Background: an optimization exercise with open tools, aiming at small area. Do not read the settings as production practice. RTL that was checked went through simulation tests only; none was proved equivalent to the original. The clock port is modelled as an ideal driver; clocking choices that lean on that would not hold on a real chip. Power is estimated from default activity; no workload was simulated.

## v6
Design OnBoard, start of the top module:
module OnBoard(LEDR, HEX3, HEX2, HEX1, HEX0, SW, KEY, CLOCK_50);
Size in the first run: ~410 cells after synthesis, about 41 flip-flops, ~2700 sq um of cells after synthesis.
Settings: LEC_CHECK=0, ABC_AREA=1, CAP_MARGIN=20, CORE_MARGIN=2, CORE_UTILIZATION=40, SLEW_MARGIN=20; clock period 25.0 ns.
standard.sh (not shown) runs the stock make flow with config.mk's settings and CLKGATE_MAP_FILE= SYNTH_SCRIPT=/design/flow/synth_recipe.tcl, a recipe that flattens the netlist after the stock synthesis.
==> flow/flow/run.sh <==
#!/bin/bash
# Own layout flow: the standard ORFS flow (standard.sh, unchanged synthesis), with
# - one buf_1 per input/output port instead of the default port buffer,
# - combinational cells downsized to their smallest drive after floorplan (timing is loose),
# - CTS with small clock buffers and no dummy loads.
# Each step's full output goes to a log file in this folder; ORFS's own logs are under orfs/logs.
set -euo pipefail
HERE=$(pwd)
export BUFFER_PORTS_ARGS="-buffer_cell sky130_fd_sc_hd__buf_1"
export POST_FLOORPLAN_TCL="$HERE/flow/downsize.tcl"
export CTS_ARGS="-sink_clustering_enable -repair_clock_nets -buf_list sky130_fd_sc_hd__clkbuf_4 -dont_use_dummy_load"
bash standard.sh synth > "$HERE/log_synth.txt" 2>&1
bash standard.sh finish > "$HERE/log_layout.txt" 2>&1
==> flow/flow/downsize.tcl <==
# Swap every combinational cell to the smallest-area drive strength of the same function.
set db [ord::get_db]
set block [ord::get_db_block]
set n 0
foreach inst [$block getInsts] {
  set mname [[$inst getMaster] getName]
  if {![regexp {^(sky130_fd_sc_hd__[a-z0-9]+)_([0-9]+)$} $mname -> base drive]} { continue }
  if {[regexp {df|dl|tap|fill|decap|conb|clk} $base]} { continue }
  set best ""
  set barea 1e9
  foreach d {0 1 2 3 4 6 8 12 16} {
    set m [$db findMaster ${base}_$d]
    if {$m == "NULL"} { continue }
    if {[lsearch -exact $::env(DONT_USE_CELLS) ${base}_$d] >= 0} { continue }
    set a [expr {[$m getWidth] * [$m getHeight]}]
    if {$a < $barea} { set barea $a; set best ${base}_$d }
  }
  if {$best ne "" && $best ne $mname} {
    replace_cell [$inst getName] $best
    incr n
  }
}
puts "downsize: replaced $n cells"
#### Input delta (v7 over v6)
==> flow/run.sh (new file) <==
#!/bin/bash
# synth_recipe.tcl (not shown) runs the flow's synth.tcl, then flattens the netlist and writes it again
# the make line also repeats each setting of config.mk as NAME=value (left out here)
make -C /OpenROAD-flow-scripts/flow DESIGN_CONFIG=/design/flow/config.mk WORK_HOME=/design/flow/orfs CLKGATE_MAP_FILE= SYNTH_SCRIPT=/design/flow/synth_recipe.tcl finish
removed: flow/flow/run.sh
removed: flow/flow/downsize.tcl
removed: flow/standard.sh
[summary]
- NOTE: power in v7 exceeds that of v6
- Cell count: v7 higher than v6
- [compare] base=v6 new=v7: sequential share of layout area lower; fraction of final layout cells sized beyond drive strength 1 higher; minimum clock period higher; sequential power roughly the same; total length of routed met2 wires higher.
- Relative to v6, the routed wire length of v7 is higher by about 1.7%.
- Relative to v6, the combinational power measured on v7 has increased by more than 10%.


OnBoard, a different RTL version from the one above (not shown whole).
Size: ~270 cells after synthesis, ~50 I/O pins.
==> flow/design.v (excerpt) <==
module OnBoard(LEDR, HEX3, HEX2, HEX1, HEX0, SW, KEY, CLOCK_50);
clock: 25.0 ns
lec_check: 0
abc_area: 1
cap_margin: 20
core_margin: 2
core_utilization: 40
slew_margin: 20
==> flow/flow/run.sh <==
#!/bin/bash
# Own layout flow: the standard ORFS flow (standard.sh) with these changes:
# - synthesis: flow/synth.tcl (synth_recipe.tcl with a stronger area script for abc),
# - one buf_1 per input/output port instead of the default port buffer,
# - combinational cells downsized to their smallest drive after floorplan (timing is loose),
# - CTS with small clock buffers and no dummy loads.
# Each step's full output goes to a log file in this folder; ORFS's own logs are under orfs/logs.
set -euo pipefail
HERE=$(pwd)
export FLOW_SYNTH_TCL="$HERE/synth_recipe.tcl"
export OWN_ABC_SCRIPT="$HERE/flow/abc_own.script"
export BUFFER_PORTS_ARGS="-buffer_cell sky130_fd_sc_hd__buf_1"
export POST_FLOORPLAN_TCL="$HERE/flow/downsize.tcl"
export CTS_ARGS="-sink_clustering_enable -repair_clock_nets -buf_list \"sky130_fd_sc_hd__clkbuf_2 sky130_fd_sc_hd__clkbuf_4 sky130_fd_sc_hd__clkbuf_8\" -dont_use_dummy_load"
sed "s#SYNTH_SCRIPT=[^ ]*#SYNTH_SCRIPT=$HERE/flow/synth.tcl#" standard.sh > "$HERE/own.sh"
grep -q "SYNTH_SCRIPT=$HERE/flow/synth.tcl" "$HERE/own.sh"
bash "$HERE/own.sh" synth > "$HERE/log_synth.txt" 2>&1
bash "$HERE/own.sh" finish > "$HERE/log_layout.txt" 2>&1
==> flow/flow/abc_own.script <==
strash
&get -n
&deepsyn -T 20
&put
dch -f
map -a
==> flow/flow/downsize.tcl <==
# Swap every combinational cell to the smallest-area drive strength of the same function.
set db [ord::get_db]
set block [ord::get_db_block]
set n 0
foreach inst [$block getInsts] {
  set mname [[$inst getMaster] getName]
  if {![regexp {^(sky130_fd_sc_hd__[a-z0-9]+)_([0-9]+)$} $mname -> base drive]} { continue }
  if {[regexp {df|dl|tap|fill|decap|conb|clk} $base]} { continue }
  set best ""
  set barea 1e9
  foreach d {0 1 2 3 4 6 8 12 16} {
    set m [$db findMaster ${base}_$d]
    if {$m == "NULL"} { continue }
    if {[lsearch -exact $::env(DONT_USE_CELLS) ${base}_$d] >= 0} { continue }
    set a [expr {[$m getWidth] * [$m getHeight]}]
    if {$a < $barea} { set barea $a; set best ${base}_$d }
  }
  if {$best ne "" && $best ne $mname} {
    replace_cell [$inst getName] $best
    incr n
  }
}
puts "downsize: replaced $n cells"
==> flow/flow/synth.tcl <==
# The standard synthesis (synth_recipe.tcl, sourced unchanged), with one difference:
# the combinational mapping step (abc) runs flow/abc_own.script instead of ORFS's script.
# Flip-flops are mapped before abc, so the registers are the standard synthesis's.
proc abc {args} {
  set i [lsearch -exact $args -script]
  if {$i >= 0} { lset args [expr {$i + 1}] $::env(OWN_ABC_SCRIPT) }
  yosys abc {*}$args
}
source $::env(FLOW_SYNTH_TCL)
Rerun with:
--- a/flow/flow/run.sh
+++ b/flow/flow/run.sh
@@ -12,5 +12,5 @@
 export BUFFER_PORTS_ARGS="-buffer_cell sky130_fd_sc_hd__buf_1"
 export POST_FLOORPLAN_TCL="$HERE/flow/downsize.tcl"
-export CTS_ARGS="-sink_clustering_enable -repair_clock_nets -buf_list \"sky130_fd_sc_hd__clkbuf_2 sky130_fd_sc_hd__clkbuf_4 sky130_fd_sc_hd__clkbuf_8\" -dont_use_dummy_load"
+export CTS_ARGS="-sink_clustering_enable -repair_clock_nets -buf_list sky130_fd_sc_hd__clkbuf_8 -sink_clustering_size 24 -dont_use_dummy_load"
 sed "s#SYNTH_SCRIPT=[^ ]*#SYNTH_SCRIPT=$HERE/flow/synth.tcl#" standard.sh > "$HERE/own.sh"
 grep -q "SYNTH_SCRIPT=$HERE/flow/synth.tcl" "$HERE/own.sh"
The new run passed the timing, DRC and antenna checks.
Global-route usage does not change.
Synthesized cell count does not change.
Register-to-register slack is about the same.
Critical path depth does not change.
Sequential share of layout area does not change.
Rerun with:
--- a/flow/flow/run.sh
+++ b/flow/flow/run.sh
@@ -12,5 +12,5 @@
 export BUFFER_PORTS_ARGS="-buffer_cell sky130_fd_sc_hd__buf_1"
 export POST_FLOORPLAN_TCL="$HERE/flow/downsize.tcl"
-export CTS_ARGS="-sink_clustering_enable -repair_clock_nets -buf_list sky130_fd_sc_hd__clkbuf_8 -sink_clustering_size 24 -dont_use_dummy_load"
+export CTS_ARGS="-sink_clustering_enable -repair_clock_nets -buf_list sky130_fd_sc_hd__clkbuf_4 -dont_use_dummy_load"
 sed "s#SYNTH_SCRIPT=[^ ]*#SYNTH_SCRIPT=$HERE/flow/synth.tcl#" standard.sh > "$HERE/own.sh"
 grep -q "SYNTH_SCRIPT=$HERE/flow/synth.tcl" "$HERE/own.sh"
Clock skew came out higher by 0.013 ns.
Setup slack loses 0.061 ns.
Routed wire length falls by 0.91%.
Maximum frequency goes down by 0.87%.
Via count increases by 2.1%.
Flip-flop and latch count does not change.
Sequential share of layout area increases by 0.54 points.
Area after synthesis stays the same.
Register-to-register slack hardly moves.
No functional check of the RTL was part of any run of this note.


before:
OnBoard, a different RTL version from the one above (not shown whole).
For scale: ~230 cells after synthesis, about 0.0021 sq mm of cells after synthesis.
clock: 25.0 ns
lec_check: 0
abc_area: 1
cap_margin: 20
core_margin: 2
core_utilization: 75
slew_margin: 20
==> flow/flow/run.sh <==
#!/bin/bash
# Own layout flow: the standard ORFS flow (standard.sh) with these changes:
# - synthesis: flow/synth.tcl (synth_recipe.tcl with a stronger area script for abc),
# - one buf_1 per input/output port instead of the default port buffer,
# - combinational cells downsized to their smallest drive after floorplan (timing is loose),
# - CTS with small clock buffers and no dummy loads; buffers driving 11+ sinks are upsized.
# Each step's full output goes to a log file in this folder; ORFS's own logs are under orfs/logs.
set -euo pipefail
HERE=$(pwd)
export FLOW_SYNTH_TCL="$HERE/synth_recipe.tcl"
export OWN_ABC_SCRIPT="$HERE/flow/abc_own.script"
export BUFFER_PORTS_ARGS="-buffer_cell sky130_fd_sc_hd__buf_1"
export POST_FLOORPLAN_TCL="$HERE/flow/downsize.tcl"
export POST_CTS_TCL="$HERE/flow/post_cts.tcl"
export CTS_ARGS="-sink_clustering_enable -repair_clock_nets -buf_list sky130_fd_sc_hd__clkbuf_4 -dont_use_dummy_load"
sed "s#SYNTH_SCRIPT=[^ ]*#SYNTH_SCRIPT=$HERE/flow/synth.tcl#" standard.sh > "$HERE/own.sh"
grep -q "SYNTH_SCRIPT=$HERE/flow/synth.tcl" "$HERE/own.sh"
bash "$HERE/own.sh" synth > "$HERE/log_synth.txt" 2>&1
bash "$HERE/own.sh" finish > "$HERE/log_layout.txt" 2>&1
==> flow/flow/abc_own.script <==
strash
&get -n
&deepsyn -T 20
&put
dch -f
&get -n
&nf -R 1000
&put
==> flow/flow/post_cts.tcl <==
set block [ord::get_db_block]
set n 0
foreach inst [$block getInsts] {
  if {[[$inst getMaster] getName] ne "sky130_fd_sc_hd__clkbuf_4"} { continue }
  set net [[$inst findITerm X] getNet]
  if {$net == "NULL"} { continue }
  set fo 0
  foreach it [$net getITerms] { if {[$it isInputSignal]} { incr fo } }
  if {$fo >= 11} {
    replace_cell [$inst getName] sky130_fd_sc_hd__clkbuf_8
    incr n
  }
}
puts "post_cts: upsized $n clock buffers"
if {$n > 0} {
  detailed_placement
  check_placement -verbose
}
==> flow/flow/synth.tcl <==
# The standard synthesis (synth_recipe.tcl, sourced unchanged), with two differences:
# the combinational mapping step (abc) runs flow/abc_own.script instead of ORFS's script.
# Yosys's half/full-adder extraction is skipped (abc maps that logic instead).
# Flip-flops are mapped before abc, so the registers are the standard synthesis's.
proc abc {args} {
  set i [lsearch -exact $args -script]
  if {$i >= 0} { lset args [expr {$i + 1}] $::env(OWN_ABC_SCRIPT) }
  yosys abc {*}$args
}
proc extract_fa {args} {}
source $::env(FLOW_SYNTH_TCL)
Scripts as last shown in full above: flow/flow/downsize.tcl
diff inputs: before => after
diff --git a/flow/flow/run.sh b/flow/flow/run.sh
--- a/flow/flow/run.sh
+++ b/flow/flow/run.sh
@@ -5,3 +5,3 @@
 # - combinational cells downsized to their smallest drive after floorplan (timing is loose),
-# - CTS with small clock buffers and no dummy loads; buffers driving 11+ sinks are upsized.
+# - CTS with small clock buffers and no dummy loads.
 # Each step's full output goes to a log file in this folder; ORFS's own logs are under orfs/logs.
@@ -13,3 +13,2 @@
 export POST_FLOORPLAN_TCL="$HERE/flow/downsize.tcl"
-export POST_CTS_TCL="$HERE/flow/post_cts.tcl"
 export CTS_ARGS="-sink_clustering_enable -repair_clock_nets -buf_list sky130_fd_sc_hd__clkbuf_4 -dont_use_dummy_load"
removed: flow/flow/post_cts.tcl
## What came out
after vs. before: post-route met1 wirelength went down by about 2.7%.
Global routing usage summed across all routing layers down 0.24 points in after wrt before
after — smallest setup slack after layout 0.0095 ns higher, before as reference
There was hardly any difference in fraction of met3 tracks used by global routing between after and before.
The sequential share of layout area on after is in line with that on before.
Measured against each other, after and before differ in hold slack, the higher figure coming from after.


OnBoard, a different RTL version from the one above (not shown whole).
For scale: roughly 230 cells after synthesis, roughly 41 flip-flops, about 50 I/O pins.
## OnBoard
module OnBoard(LEDR, HEX3, HEX2, HEX1, HEX0, SW, KEY, CLOCK_50);
==> flow/config.mk <==
export PLATFORM = sky130hd
export DESIGN_NAME = OnBoard
export DESIGN_NICKNAME = OnBoard
export VERILOG_FILES = /design/flow/design.v
export SDC_FILE = /design/flow/constraint.sdc
export NUM_CORES = 4
export LEC_CHECK = 0
export ABC_AREA = 1
export CAP_MARGIN = 5
export CORE_MARGIN = 2
export CORE_UTILIZATION = 40
export GPL_TIMING_DRIVEN = 0
export SLEW_MARGIN = 5
==> flow/constraint.sdc <==
create_clock -name core_clock -period 25.0 [get_ports {CLOCK_50}]
set_input_delay 5.0000 -clock core_clock [delete_from_list [all_inputs] [get_ports {CLOCK_50}]]
set_output_delay 5.0000 -clock core_clock [all_outputs]
set_load 0.01 [all_outputs]
==> flow/flow/run.sh <==
#!/bin/bash
# Own layout flow: the standard ORFS flow (standard.sh) with these changes:
# - synthesis: flow/synth.tcl (synth_recipe.tcl with a stronger area script for abc and no adder extraction),
# - one buf_1 per input/output port instead of the default port buffer,
# - combinational cells downsized to their smallest drive after floorplan (timing is loose),
# - CTS with small clock buffers and no dummy loads; buffers driving 11+ sinks are upsized.
# Each step's full output goes to a log file in this folder; ORFS's own logs are under orfs/logs.
set -euo pipefail
HERE=$(pwd)
export FLOW_SYNTH_TCL="$HERE/synth_recipe.tcl"
export OWN_ABC_SCRIPT="$HERE/flow/abc_own.script"
export BUFFER_PORTS_ARGS="-buffer_cell sky130_fd_sc_hd__buf_1"
export POST_FLOORPLAN_TCL="$HERE/flow/downsize.tcl"
export POST_CTS_TCL="$HERE/flow/post_cts.tcl"
export CTS_ARGS="-sink_clustering_enable -repair_clock_nets -buf_list sky130_fd_sc_hd__clkbuf_4 -dont_use_dummy_load"
sed "s#SYNTH_SCRIPT=[^ ]*#SYNTH_SCRIPT=$HERE/flow/synth.tcl#" standard.sh > "$HERE/own.sh"
grep -q "SYNTH_SCRIPT=$HERE/flow/synth.tcl" "$HERE/own.sh"
bash "$HERE/own.sh" synth > "$HERE/log_synth.txt" 2>&1
bash "$HERE/own.sh" finish > "$HERE/log_layout.txt" 2>&1
==> flow/flow/post_cts.tcl <==
set block [ord::get_db_block]
set n 0
foreach inst [$block getInsts] {
  if {[[$inst getMaster] getName] ne "sky130_fd_sc_hd__clkbuf_4"} { continue }
  set net [[$inst findITerm X] getNet]
  if {$net == "NULL"} { continue }
  set fo 0
  foreach it [$net getITerms] { if {[$it isInputSignal]} { incr fo } }
  if {$fo >= 11} {
    replace_cell [$inst getName] sky130_fd_sc_hd__clkbuf_8
    incr n
  }
}
puts "post_cts: upsized $n clock buffers"
if {$n > 0} {
  detailed_placement
  check_placement -verbose
}
Scripts as last shown in full above: flow/flow/abc_own.script, flow/flow/downsize.tcl, flow/flow/synth.tcl
Edit:
CAP_MARGIN = 20   (was 5)
SLEW_MARGIN = 20   (was 5)
Effect: Total power falls by 1.9%; routed wire length falls by 1.6%; fmax hardly moves; count of clock-buffer cells in the layout stays the same; combinational power is about the same; global-route usage falls by 0.14 points; critical path depth does not change.
Edit:
GPL_TIMING_DRIVEN = not set   (was 0)
After rerunning:
- clock skew fell by 0.012 ns
- wire length hardly moves
- power rose slightly
- non-clock buffer count goes down by 10
- core utilization came out lower by 0.81 points

port drivers added, routing unchanged:
The flow's constraints put no driver on any port. The routed layouts listed below were extracted and timed again, unchanged, in two steps. Step 1 sets driving cells, clkbuf_16 on the clock port and buf_2 on the other inputs (assumed; they add their load-dependent delay and slew). Step 2, shift: input delay + t, output delay - t, t = (earliest + latest rising clock arrival at the registers) / 2. This alone moves slack from input paths to output paths. a / b / c = no drivers / after step 1 / after step 2; a / b = the first two.
run | t, ns | setup WS [ns] | hold WS [ns] | slew at the worst register clock pin (ns)
v6 | 0.367 | 17.963 / 17.937 / 18.304 | 0.434 / 0.434 / 0.434 | 0.11 / 0.11
v7 | 0.318 | 17.599 / 17.570 / 17.888 | 0.429 / 0.429 / 0.429 | 0.08 / 0.08
the first run of note 2 | 0.318 | 18.031 / 18.003 / 18.320 | 0.396 / 0.396 / 0.396 | 0.07 / 0.07
the second run of note 2 | 0.318 | 18.031 / 18.003 / 18.320 | 0.396 / 0.396 / 0.396 | 0.07 / 0.07
the third run of note 2 | 0.357 | 17.970 / 17.945 / 18.301 | 0.406 / 0.406 / 0.406 | 0.12 / 0.12
before | 0.358 | 18.350 / 18.327 / 18.685 | 0.395 / 0.395 / 0.395 | 0.11 / 0.11
after | 0.372 | 18.359 / 18.337 / 18.709 | 0.398 / 0.398 / 0.398 | 0.11 / 0.11
the first run of note 4 | 0.359 | 18.153 / 18.129 / 18.488 | 0.385 / 0.385 / 0.385 | 0.10 / 0.10
the second run of note 4 | 0.344 | 18.139 / 18.115 / 18.459 | 0.390 / 0.390 / 0.390 | 0.10 / 0.10
the third run of note 4 | 0.354 | 18.233 / 18.209 / 18.564 | 0.387 / 0.387 / 0.387 | 0.09 / 0.09
After both steps every run listed still meets setup and hold.
